Source: an optimization exercise on an open RTL-to-GDS flow (aim: small area). Production flows keep margins and buffers that such runs may drop.
RTL that was checked went through simulation tests only; none was proved equivalent to the original.
No activity file was given, so power comes from the tool's default toggle rates.

== TR ==
==> flow/design.v <==
`timescale 1ns / 1ps
module SDI_Delay_NB6L295(
    input [10:0]        In_1, In_2, In_3, In_4, In_5, In_6, In_7, In_8,
    input               Clk,
    input               Reset,
    output [7:0]        EN,       
    output reg          SDIN,     
    output reg          SLOAD,    
    output              SCLK      
    );
    reg                 start_clk;
    assign SCLK = start_clk;
    reg [10:0]          In_1_reg, In_2_reg, In_3_reg, In_4_reg, In_5_reg, In_6_reg, In_7_reg, In_8_reg;
    reg [7:0]           select;   
    reg [4:0]           cnt;
    wire idle    = (cnt == 5'd3);
    wire take    = (cnt == 5'd1);
    wire last    = (cnt == 5'd4);
    wire act     = (cnt[4:1] != 4'd1);    
    wire [7:0] above;     
    assign above[7] = 1'b0;
    assign above[6] = select[7];
    assign above[5] = |select[7:6];
    assign above[4] = |select[7:5];
    assign above[3] = |select[7:4];
    assign above[2] = |select[7:3];
    assign above[1] = |select[7:2];
    assign above[0] = |select[7:1];
    wire [7:0] cur  = select & ~above;
    assign EN = ~(cur & {8{act}});
    wire [7:0] ld = {8{take & ~Reset}} & cur;
    wire [7:0] hd = ~ld & {8{~Reset}};
    wire [7:0] diff;
    wire [10:0] d1, d2, d3, d4, d5, d6, d7, d8;
    sdi_chan ch1 (.i(In_1), .r(In_1_reg), .ld(ld[7]), .hd(hd[7]), .d(d1), .diff(diff[7]));
    sdi_chan ch2 (.i(In_2), .r(In_2_reg), .ld(ld[6]), .hd(hd[6]), .d(d2), .diff(diff[6]));
    sdi_chan ch3 (.i(In_3), .r(In_3_reg), .ld(ld[5]), .hd(hd[5]), .d(d3), .diff(diff[5]));
    sdi_chan ch4 (.i(In_4), .r(In_4_reg), .ld(ld[4]), .hd(hd[4]), .d(d4), .diff(diff[4]));
    sdi_chan ch5 (.i(In_5), .r(In_5_reg), .ld(ld[3]), .hd(hd[3]), .d(d5), .diff(diff[3]));
    sdi_chan ch6 (.i(In_6), .r(In_6_reg), .ld(ld[2]), .hd(hd[2]), .d(d6), .diff(diff[2]));
    sdi_chan ch7 (.i(In_7), .r(In_7_reg), .ld(ld[1]), .hd(hd[1]), .d(d7), .diff(diff[1]));
    sdi_chan ch8 (.i(In_8), .r(In_8_reg), .ld(ld[0]), .hd(hd[0]), .d(d8), .diff(diff[0]));
    always @(posedge Clk) begin
        In_1_reg <= d1;
        In_2_reg <= d2;
        In_3_reg <= d3;
        In_4_reg <= d4;
        In_5_reg <= d5;
        In_6_reg <= d6;
        In_7_reg <= d7;
        In_8_reg <= d8;
    end
    wire [10:0] word;
    genvar j;
    generate
        for (j = 0; j < 11; j = j + 1) begin : g_word
            sdi_sel8 sel (.s(cur), .v({In_1_reg[j], In_2_reg[j], In_3_reg[j], In_4_reg[j],
                                       In_5_reg[j], In_6_reg[j], In_7_reg[j], In_8_reg[j]}),
                          .y(word[j]));
        end
    endgenerate
    wire sbit;
    sdi_bitmux bmux (.a(cnt[4:1]), .w(word), .y(sbit));
    wire [7:0] keep = ~(({8{last}} & cur) | {8{Reset}});
    wire [7:0] select_d = ({8{idle & ~Reset}} & diff) | (select & keep);
    wire       more = |select_d;     
    always @(posedge Clk)
        select <= select_d;
    wire hold  = idle & ~|diff;
    wire jump  = last & more;
    wire z1    = ~(cnt[1] | cnt[0]);
    wire z2    = z1 & ~cnt[2];
    wire z3    = z2 & ~cnt[3];
    wire [4:0] cnt_d;
    assign cnt_d[0] = Reset | ~cnt[0] | hold;
    assign cnt_d[1] = Reset | (~jump & ~(cnt[1] ^ cnt[0]));
    assign cnt_d[2] = ~Reset & (cnt[2] ^ z1);
    assign cnt_d[3] = ~Reset & (cnt[3] ^ z2);
    assign cnt_d[4] = ~Reset & (cnt[4] ^ z3);
    always @(posedge Clk) begin
        cnt       <= cnt_d;
        SDIN      <= ~Reset & sbit;
        start_clk <= ~Reset & ~cnt[0] & (cnt[4] | cnt[3]);
        SLOAD     <= ~Reset & (cnt == 5'd7);
    end
endmodule
module sdi_chan(
    input  [10:0] i,      
    input  [10:0] r,      
    input         ld,     
    input         hd,     
    output [10:0] d,      
    output        diff    
    );
    wire [10:0] x;
    genvar j;
    generate
        for (j = 0; j < 11; j = j + 1) begin : g_bit
            sdi_bit b (.i(i[j]), .r(r[j]), .ld(ld), .hd(hd), .d(d[j]), .x(x[j]));
        end
    endgenerate
    assign diff = |x;
endmodule
module sdi_bit(input i, input r, input ld, input hd, output d, output x);
    assign d = (ld & i) | (hd & r);
    assign x = i ^ r;
endmodule
module sdi_sel8(input [7:0] s, input [7:0] v, output y);
    assign y = |(s & v);
endmodule
module sdi_bitmux(input [3:0] a, input [10:0] w, output y);
    wire [15:0] b = {w, 5'd0};
    assign y = b[a];
endmodule
Settings: LEC_CHECK=0, CAP_MARGIN=20, CORE_MARGIN=2, CORE_UTILIZATION=40, PLACE_DENSITY=0.6, SLEW_MARGIN=20, SYNTH_HIERARCHICAL=1; clock period 5.0 ns.
standard.sh (not shown) runs the stock make flow with config.mk's settings and CLKGATE_MAP_FILE= SYNTH_SCRIPT=/design/flow/synth_recipe.tcl, a recipe that flattens the netlist after the stock synthesis.
==> flow/flow/run.sh <==
#!/bin/bash
# Layout flow: the standard ORFS flow (standard.sh: unchanged synthesis,
# floorplan, power grid, placement, CTS and routing) with these settings:
#  - the buffers that buffer_ports puts on every input and output port are the
#    smallest buffer cell, sky130_fd_sc_hd__buf_1 (timing repair may resize them);
#  - the clock tree is built from sky130_fd_sc_hd__clkbuf_8 without dummy loads;
#  - the buffers ABC inserted are removed at floorplan (repair_design adds back
#    what is needed), and non-critical gates are downsized after global routing.
# make's full output goes to flow_make.log in this folder; each ORFS step
# writes its own log under orfs/logs/.
set -euo pipefail
export BUFFER_PORTS_ARGS="-buffer_cell sky130_fd_sc_hd__buf_1"
export CTS_ARGS="-sink_clustering_enable -repair_clock_nets -buf_list sky130_fd_sc_hd__clkbuf_8 -dont_use_dummy_load"
export REMOVE_ABC_BUFFERS=1
export RECOVER_POWER=100
bash standard.sh finish > flow_make.log 2>&1
TR completed end to end with timing, DRC and antenna clean.
## Diff of input files: PW against TR
==> flow/design.v, changed modules only <==
module SDI_Delay_NB6L295(
    input [10:0]        In_1, In_2, In_3, In_4, In_5, In_6, In_7, In_8,
    input               Clk,
    input               Reset,
    output [7:0]        EN,       
    output reg          SDIN,     
    output reg          SLOAD,    
    output              SCLK      
    );
    reg                 start_clk;
    assign SCLK = start_clk;
    reg [10:0]          In_1_reg, In_2_reg, In_3_reg, In_4_reg, In_5_reg, In_6_reg, In_7_reg, In_8_reg;
    reg [7:0]           select;   
    reg [4:0]           cnt;
    wire idle    = (cnt == 5'd3);
    wire take    = (cnt == 5'd1);
    wire last    = (cnt == 5'd4);
    wire act     = (cnt[4:1] != 4'd1);    
    wire [7:0] above;     
    assign above[7] = 1'b0;
    assign above[6] = select[7];
    assign above[5] = |select[7:6];
    assign above[4] = |select[7:5];
    assign above[3] = |select[7:4];
    assign above[2] = |select[7:3];
    assign above[1] = |select[7:2];
    assign above[0] = |select[7:1];
    wire [7:0] cur  = select & ~above;
    assign EN = ~(cur & {8{act}});
    wire [7:0] ld = {8{take & ~Reset}} & cur;
    wire [7:0] hd = ~ld & {8{~Reset}};
    wire [7:0] diff;
    wire [10:0] d1, d2, d3, d4, d5, d6, d7, d8;
    sdi_chan ch1 (.i(In_1), .r(In_1_reg), .ld(ld[7]), .hd(hd[7]), .d(d1), .diff(diff[7]));
    sdi_chan ch2 (.i(In_2), .r(In_2_reg), .ld(ld[6]), .hd(hd[6]), .d(d2), .diff(diff[6]));
    sdi_chan ch3 (.i(In_3), .r(In_3_reg), .ld(ld[5]), .hd(hd[5]), .d(d3), .diff(diff[5]));
    sdi_chan ch4 (.i(In_4), .r(In_4_reg), .ld(ld[4]), .hd(hd[4]), .d(d4), .diff(diff[4]));
    sdi_chan ch5 (.i(In_5), .r(In_5_reg), .ld(ld[3]), .hd(hd[3]), .d(d5), .diff(diff[3]));
    sdi_chan ch6 (.i(In_6), .r(In_6_reg), .ld(ld[2]), .hd(hd[2]), .d(d6), .diff(diff[2]));
    sdi_chan ch7 (.i(In_7), .r(In_7_reg), .ld(ld[1]), .hd(hd[1]), .d(d7), .diff(diff[1]));
    sdi_chan ch8 (.i(In_8), .r(In_8_reg), .ld(ld[0]), .hd(hd[0]), .d(d8), .diff(diff[0]));
    always @(posedge Clk) begin
        In_1_reg <= d1;
        In_2_reg <= d2;
        In_3_reg <= d3;
        In_4_reg <= d4;
        In_5_reg <= d5;
        In_6_reg <= d6;
        In_7_reg <= d7;
        In_8_reg <= d8;
    end
    wire [10:0] word;
    genvar j;
    generate
        for (j = 0; j < 11; j = j + 1) begin : g_word
            sdi_sel8 sel (.s(cur), .v({In_1_reg[j], In_2_reg[j], In_3_reg[j], In_4_reg[j],
                                       In_5_reg[j], In_6_reg[j], In_7_reg[j], In_8_reg[j]}),
                          .y(word[j]));
        end
    endgenerate
    wire sbit;
    sdi_bitmux bmux (.a(cnt[4:1]), .w(word), .y(sbit));
    wire [7:0] keep = ~(({8{last}} & cur) | {8{Reset}});
    wire [7:0] select_d = ({8{idle & ~Reset}} & diff) | (select & keep);
    wire       more = |select_d;     
    always @(posedge Clk)
        select <= select_d;
    always @(posedge Clk) begin
        if (Reset) begin
            cnt       <= 5'd3;
            SDIN      <= 1'b0;
            start_clk <= 1'b0;
            SLOAD     <= 1'b0;
        end else begin
            if (idle & ~|diff)
                cnt <= 5'd3;
            else if (last & more)
                cnt <= 5'd1;
            else
                cnt <= cnt - 5'd1;
            SDIN      <= sbit;
            start_clk <= ~cnt[0] & (cnt[4] | cnt[3]);
            SLOAD     <= (cnt == 5'd7);
        end
    end
endmodule
Findings:
PW completed every stage of the flow, and the final layout passed the timing, design-rule and antenna checks. Going from TR to PW, clock insertion delay at the later pin of the skew report shows no meaningful change; portion of the clock cycle consumed by the worst path in the final layout shows a reduction of 3.3 points; layout-stage area growth over the synthesis result shows an increase of 0.47 points; number of nets at the end of the flow shows no meaningful change. Looking at TR and PW, the width of the die is a wash. Netlist area before placement delta (TR -> PW): insignificant. Via count: TR and PW compared, higher one is PW. Overall power of the completed layout delta (TR -> PW): insignificant.
For PW, only the layout was checked, not whether the RTL still works.

-- static timing again, ports no longer ideal --
How much do the figures lean on ideal ports? The routed layouts below were timed once more, with nothing changed but the port constraints.
Step 1: set_driving_cell puts a clkbuf_16 on Clk and a buf_2 on each other input, an assumption about the parent block.
Step 2 also shifts input and output timing later by t, the mid clock arrival at the registers, as if the neighbouring blocks saw the same clock.
a / b / c = no drivers / after step 1 / after step 2; a / b = the first two.
run | t, ns | slack for setup (ns) | pins driven straight from the clock port
TR | 0.407 | 1.226 / 1.192 / 0.964 | 1
PW | 0.417 | 1.390 / 1.353 / 0.993 | 1
After both steps setup and hold are still met in every run listed. For PW, which loses most, drivers alone change the setup slack by -0.037 ns; drivers and shift together by -0.397 ns.
